Source: an optimization exercise on an open RTL-to-GDS flow (aim: small area and a short achievable clock period). Production flows keep margins and buffers that such runs may drop. In this exercise RTL edits were held to simulation tests only and were not proved equivalent to the original. The clock port is modelled as an ideal driver, which makes a skipped or thinned clock tree look cheaper than it is; a real chip needs a root buffer or a tree. Power figures rest on the tool's default switching activity, not on a simulated workload.

job 2257:
// sync_fifo
module sync_fifo #(
    parameter WIDTH = 32,
    parameter DEPTH = 8,
    parameter ADDR_WIDTH = $clog2(DEPTH)
)(
    i_clk,
    i_rstn,
    i_wren,
    i_rden,
    i_wdata,
    o_rdata,
    o_empty,
    o_full
);
Size in the first run: about 450 cells after synthesis, about 270 flip-flops, about 70 I/O pins, ~9100 µm² of cells after synthesis.
export LEC_CHECK = 0
export CAP_MARGIN = 20
export CORE_MARGIN = 2
export CORE_UTILIZATION = 40
export SLEW_MARGIN = 20
export SYNTH_HIERARCHICAL = 1
export SYNTH_MINIMUM_KEEP_SIZE = 0
create_clock -name core_clock -period 3.6 [get_ports {i_clk}]
run.sh (not shown) runs the stock make flow with config.mk's settings and CLKGATE_MAP_FILE= SYNTH_SCRIPT=/design/flow/synth_recipe.tcl, a recipe that flattens the netlist after the stock synthesis.
No stage failed in job 2257, and the final checks on the layout all came back clean.
The following lists how job 6300 was set up differently from job 2257:
Settings: CTS_BUF_LIST newly set to sky130_fd_sc_hd__clkbuf_4 sky130_fd_sc_hd__clkbuf_8; SETUP_SLACK_MARGIN newly set to 1.9; CTS_CLUSTER_SIZE newly set to 30; CORE_UTILIZATION changed from 40 to 60.
## What came out
- Non-filler instance count after layout | job 6300 below job 2257
- Total power grows by a few percent when moving from job 2257 to job 6300.
- Minimum setup slack in the final design ended up 770 ps higher on job 6300 than on job 2257.
- Job 2257 → job 6300: HPWL after detailed placement decreased 1000 µm, number of levels the H-tree was split into has increased, flip-flop and latch share of the layout cell area has decreased, cell count along the critical path went down by 7, clock insertion delay at the later pin of the skew report barely changed.
- Area of placed instances went down slightly going from job 2257 to job 6300.
- Comparing job 2257 and job 6300, final instance area is higher on job 6300.
Relative to job 6300, the following input files were edited for job 5671:
Settings: CORE_UTILIZATION: 60 -> 40; CTS_CLUSTER_SIZE: 30 -> unset; CTS_BUF_LIST: sky130_fd_sc_hd__clkbuf_4 sky130_fd_sc_hd__clkbuf_8 -> unset.
==> summary.txt <==
The power of job 5671 and that of job 6300 are within noise of each other.
All of job 5671 and job 6300 finish clean.
[compare] base=job 6300 new=job 5671: setup slack now smaller; total clock sinks comparable.

---

== 05-21 ==
Another version of the RTL of sync_fifo (not shown whole).
For scale: about 270 flip-flops, about 70 I/O pins, roughly 0.0091 mm^2 of cells after synthesis.
export LEC_CHECK = 0
export CAP_MARGIN = 20
export CORE_MARGIN = 2
export CORE_UTILIZATION = 55
export SETUP_SLACK_MARGIN = 2.1
export SLEW_MARGIN = 20
export SYNTH_HIERARCHICAL = 1
export SYNTH_MINIMUM_KEEP_SIZE = 0
create_clock -name core_clock -period 3.6 [get_ports {i_clk}]
standard.sh (not shown) runs the stock make flow with config.mk's settings and CLKGATE_MAP_FILE= SYNTH_SCRIPT=/design/flow/synth_recipe.tcl, a recipe that flattens the netlist after the stock synthesis.
==> flow/flow/run.sh <==
#!/bin/bash
# Own layout flow: the standard flow (standard.sh) with a hand-built
# two-level clock tree (flow/mcts.tcl) in place of TritonCTS, and small
# port buffers. Each step's full output goes to a log file in this folder;
# ORFS's per-step logs are under orfs/logs/.
set -euo pipefail
W=$(pwd)
EXTRA=(
  "BUFFER_PORTS_ARGS=-buffer_cell sky130_fd_sc_hd__buf_2"
  "PRE_CTS_TCL=$W/flow/mcts.tcl"
)
bash standard.sh "${EXTRA[@]}" synth > synth.log 2>&1
bash standard.sh "${EXTRA[@]}" finish > layout.log 2>&1
Other scripts of this flow, unchanged in this note and not shown: flow/flow/mcts.tcl
05-21 was carried through to the last stage, and its layout satisfied the timing, design-rule and antenna checks.
Changes in 11-25 relative to 05-21:
# 05-21
export LEC_CHECK = 0
export CAP_MARGIN = 20
export CORE_MARGIN = 2
export CORE_UTILIZATION = 55
export SETUP_SLACK_MARGIN = 2.1
export SLEW_MARGIN = 20
export SYNTH_HIERARCHICAL = 1
export SYNTH_MINIMUM_KEEP_SIZE = 0
create_clock -name core_clock -period 3.6 [get_ports {i_clk}]
# 11-25
export LEC_CHECK = 0
export CAP_MARGIN = 20
export CORE_MARGIN = 2
export CORE_UTILIZATION = 40
export SETUP_SLACK_MARGIN = 1.9
export SLEW_MARGIN = 20
export SYNTH_HIERARCHICAL = 1
export SYNTH_MINIMUM_KEEP_SIZE = 0
create_clock -name core_clock -period 3.6 [get_ports {i_clk}]
==> summary.txt <==
Looking at growth of design area from synthesis to finish across 05-21 and 11-25, the one that comes out lower is 11-25.
No run among 05-21 and 11-25 stopped early or left any final violation; all are clean.
Of the two values seen for end point of the critical path, mem[6][9] was produced by 05-21 and head[17] by 11-25.
05-21 leaves more setup margin than 11-25.
Looking only at final setup skew, and setting everything else aside, the higher value of 05-21 and 11-25 goes to 05-21.
Final core utilization (11-25 over 05-21): decrease, 22 points
No run of this note takes its clock network from TritonCTS; it comes from the design's own scripts or RTL.

---

raven:
Another version of the RTL of sync_fifo (not shown whole).
Size in the first run: about 500 cells after synthesis, roughly 9700 sq um of cells after synthesis.
clock: 3.6 ns
lec_check: 0
cap_margin: 20
core_margin: 2
core_utilization: 40
place_density: 0.8
setup_slack_margin: 2.05
slew_margin: 20
synth_hierarchical: 1
synth_minimum_keep_size: 0
==> flow/flow/run.sh <==
#!/bin/bash
# Own layout flow: the standard flow (standard.sh) with a hand-built
# two-level clock tree (flow/mcts.tcl) in place of TritonCTS, and small
# port buffers. Each step's full output goes to a log file in this folder;
# ORFS's per-step logs are under orfs/logs/.
set -euo pipefail
W=$(pwd)
EXTRA=(
  "BUFFER_PORTS_ARGS=-buffer_cell sky130_fd_sc_hd__buf_2"
  "PRE_CTS_TCL=$W/flow/mcts.tcl"
  "RECOVER_POWER=40"
)
bash standard.sh "${EXTRA[@]}" synth > synth.log 2>&1
bash standard.sh "${EXTRA[@]}" finish > layout.log 2>&1
Other scripts of this flow, unchanged in this note and not shown: flow/flow/mcts.tcl
Input-level comparison between nickel and raven:
- changing CORE_UTILIZATION from 40 to 35
-- flow/flow/run.sh --
<<< raven, line 10
  "PRE_CTS_TCL=$W/flow/mcts.tcl"
  "RECOVER_POWER=40"
)
>>> nickel, line 10
  "PRE_CTS_TCL=$W/flow/mcts.tcl"
)
### Flow results
Re register share of the cell area: nickel and raven aren't equal, and the lower value belongs to nickel.
Setup slack: nickel vs raven down 0.088 ns
Sort nickel and raven by ratio of final minimum period to clock period asc -> top: raven
Maximum clock rate ends up higher on raven.
Row routed wire length on met2: nickel higher / raven lower
Diff raven..nickel | reported sequential group power | negligible
Critical path launch point: one$_DFF_PN0_ -> nickel, nempty_o$_DFF_PN0_ -> raven
Final cell area: nickel above raven
Share of the final layout cell area in multi-input gates, nickel and raven, lower one = raven.
Changes in lagoon relative to nickel:
- a change of CORE_UTILIZATION from 35 to 40
-- flow/flow/run.sh --
<<< nickel, line 10
  "PRE_CTS_TCL=$W/flow/mcts.tcl"
)
>>> lagoon, line 10
  "PRE_CTS_TCL=$W/flow/mcts.tcl"
  "RECOVER_POWER=100"
)
### Flow results
Although lagoon finished all stages, its layout failed final checks on max-capacitance violations, max-slew violations.
lagoon: net count reported at finish 4 below nickel
STATUS post-route standard cell area excluding fillers: lagoon wins against nickel
Re number of sequential storage elements: no difference whatsoever between nickel and lagoon.
Comparing nickel and lagoon, the lower count of antenna diodes in the layout is on lagoon.
Combinational gate power in lagoon is about 14% lower than in nickel
Input-level comparison between xenon and lagoon:
-- flow/flow/run.sh --
<<< lagoon, line 10
  "PRE_CTS_TCL=$W/flow/mcts.tcl"
  "RECOVER_POWER=100"
)
>>> xenon, line 10
  "PRE_CTS_TCL=$W/flow/mcts.tcl"
)
xenon finished every step from synthesis to the final layout, and the layout passed the timing, design-rule and antenna checks.
From lagoon to xenon the numbers moved as follows: clock share of power decreased 0.3 points, overall power went up by 1.8%, required arrival time at the worst endpoint lost 0.60 ns, tightest hold margin now sits lower, detailed-routed wire length on met3 shows a reduction of about 14%.
Diff lagoon -> xenon: static leakage shows an increase of 6.2%; sequential cell count of the final layout held steady.
What maple does differently from xenon at the input level:
- changing SETUP_SLACK_MARGIN from 2.05 to 2.1
==> comparison <==
- | total internal power | maple vs xenon | 5.1% higher |
- Comparing maple and xenon, the lower number of antenna violations at the first check in global routing was measured on maple.
- maple ends up with lower setup slack than xenon does.
- maple ends up with a leakage power that is about 5% higher than in xenon.
- The total power draw reported for maple is greater than that of xenon by 6.0%.
- Placer congestion estimate is higher on maple
- Max core utilization across maple and xenon: maple
- Diff xenon -> maple | sequential share of layout area | decrease of 2.8 points
- Wire length: maple higher than xenon
- There was hardly any difference in later-pin clock latency in the skew report between maple and xenon.
- In the reports for maple and xenon, the larger global-route usage belongs to maple.
### maple -> fjord
- PLACE_DENSITY: 0.8 -> 0.85
- CORE_UTILIZATION: 40 -> 50
- SETUP_SLACK_MARGIN: 2.1 -> 2.05
## What came out
- fjord vs. maple: routing usage on met1 up 4.7 points, met2 layer usage reported by global route up 8.6 points, minimum setup slack in the final design down 0.064 ns.
- Total power of fjord is lower than that of maple.
- Delta (fjord minus maple): core outline area went down, final cell count went down.
No run of this note takes its clock network from TritonCTS; it comes from the design's own scripts or RTL.

==> separate check: timing with driven ports <==
Ports are ideal in the flow. The routed layouts listed here were re-timed in OpenROAD. Step 1: set_driving_cell puts a clkbuf_16 on i_clk and a buf_2 on each other input, an assumption about the parent block. Step 2 adds t to the input delays and takes it off the output delays; t is the mean of the earliest and latest rising clock arrival at the registers after step 1. Input paths then give back, and output paths get back, about the clock's delay inside the block. Slacks: no drivers / after step 1 / after step 2; pairs: no drivers / after step 1.
run | t, ns | setup slack, ns | worst hold slack (ns) | worst setup path after step 2 | worst register clock-pin slew, ns
job 2257 | 0.558 | 0.962 / 0.965 / 0.407 | 0.463 / 0.463 / 0.463 | input to register | 0.06 / 0.06
job 6300 | 0.558 | 1.734 / 1.697 / 1.323 | 0.464 / 0.464 / 0.464 | input to register | 0.06 / 0.06
job 5671 | 0.558 | 1.729 / 1.685 / 1.359 | 0.476 / 0.476 / 0.476 | input to register | 0.06 / 0.06
05-21 | 0.399 | 1.846 / 1.823 / 1.497 | 0.242 / 0.164 / 0.478 | input to register | 0.12 / 0.12
11-25 | 0.392 | 1.782 / 1.827 / 1.435 | 0.258 / 0.187 / 0.481 | input to register | 0.10 / 0.10
raven | 0.385 | 2.037 / 1.946 / 1.655 | 0.408 / 0.344 / 0.471 | input to register | 0.10 / 0.10
nickel | 0.404 | 1.949 / 1.938 / 1.543 | 0.273 / 0.191 / 0.479 | input to register | 0.11 / 0.11
lagoon | 0.388 | 1.191 / 1.234 / 0.847 | 0.412 / 0.345 / 0.471 | input to register | 0.11 / 0.11
xenon | 0.391 | 2.037 / 1.941 / 1.636 | 0.271 / 0.200 / 0.473 | input to register | 0.11 / 0.11
maple | 0.400 | 2.032 / 1.931 / 1.580 | 0.274 / 0.195 / 0.472 | input to register | 0.11 / 0.11
fjord | 0.392 | 1.968 / 1.940 / 1.548 | 0.286 / 0.212 / 0.476 | input to register | 0.10 / 0.10
The setup slack of job 2257, which loses most, moves by +0.003 ns with the drivers and by -0.555 ns with both steps.
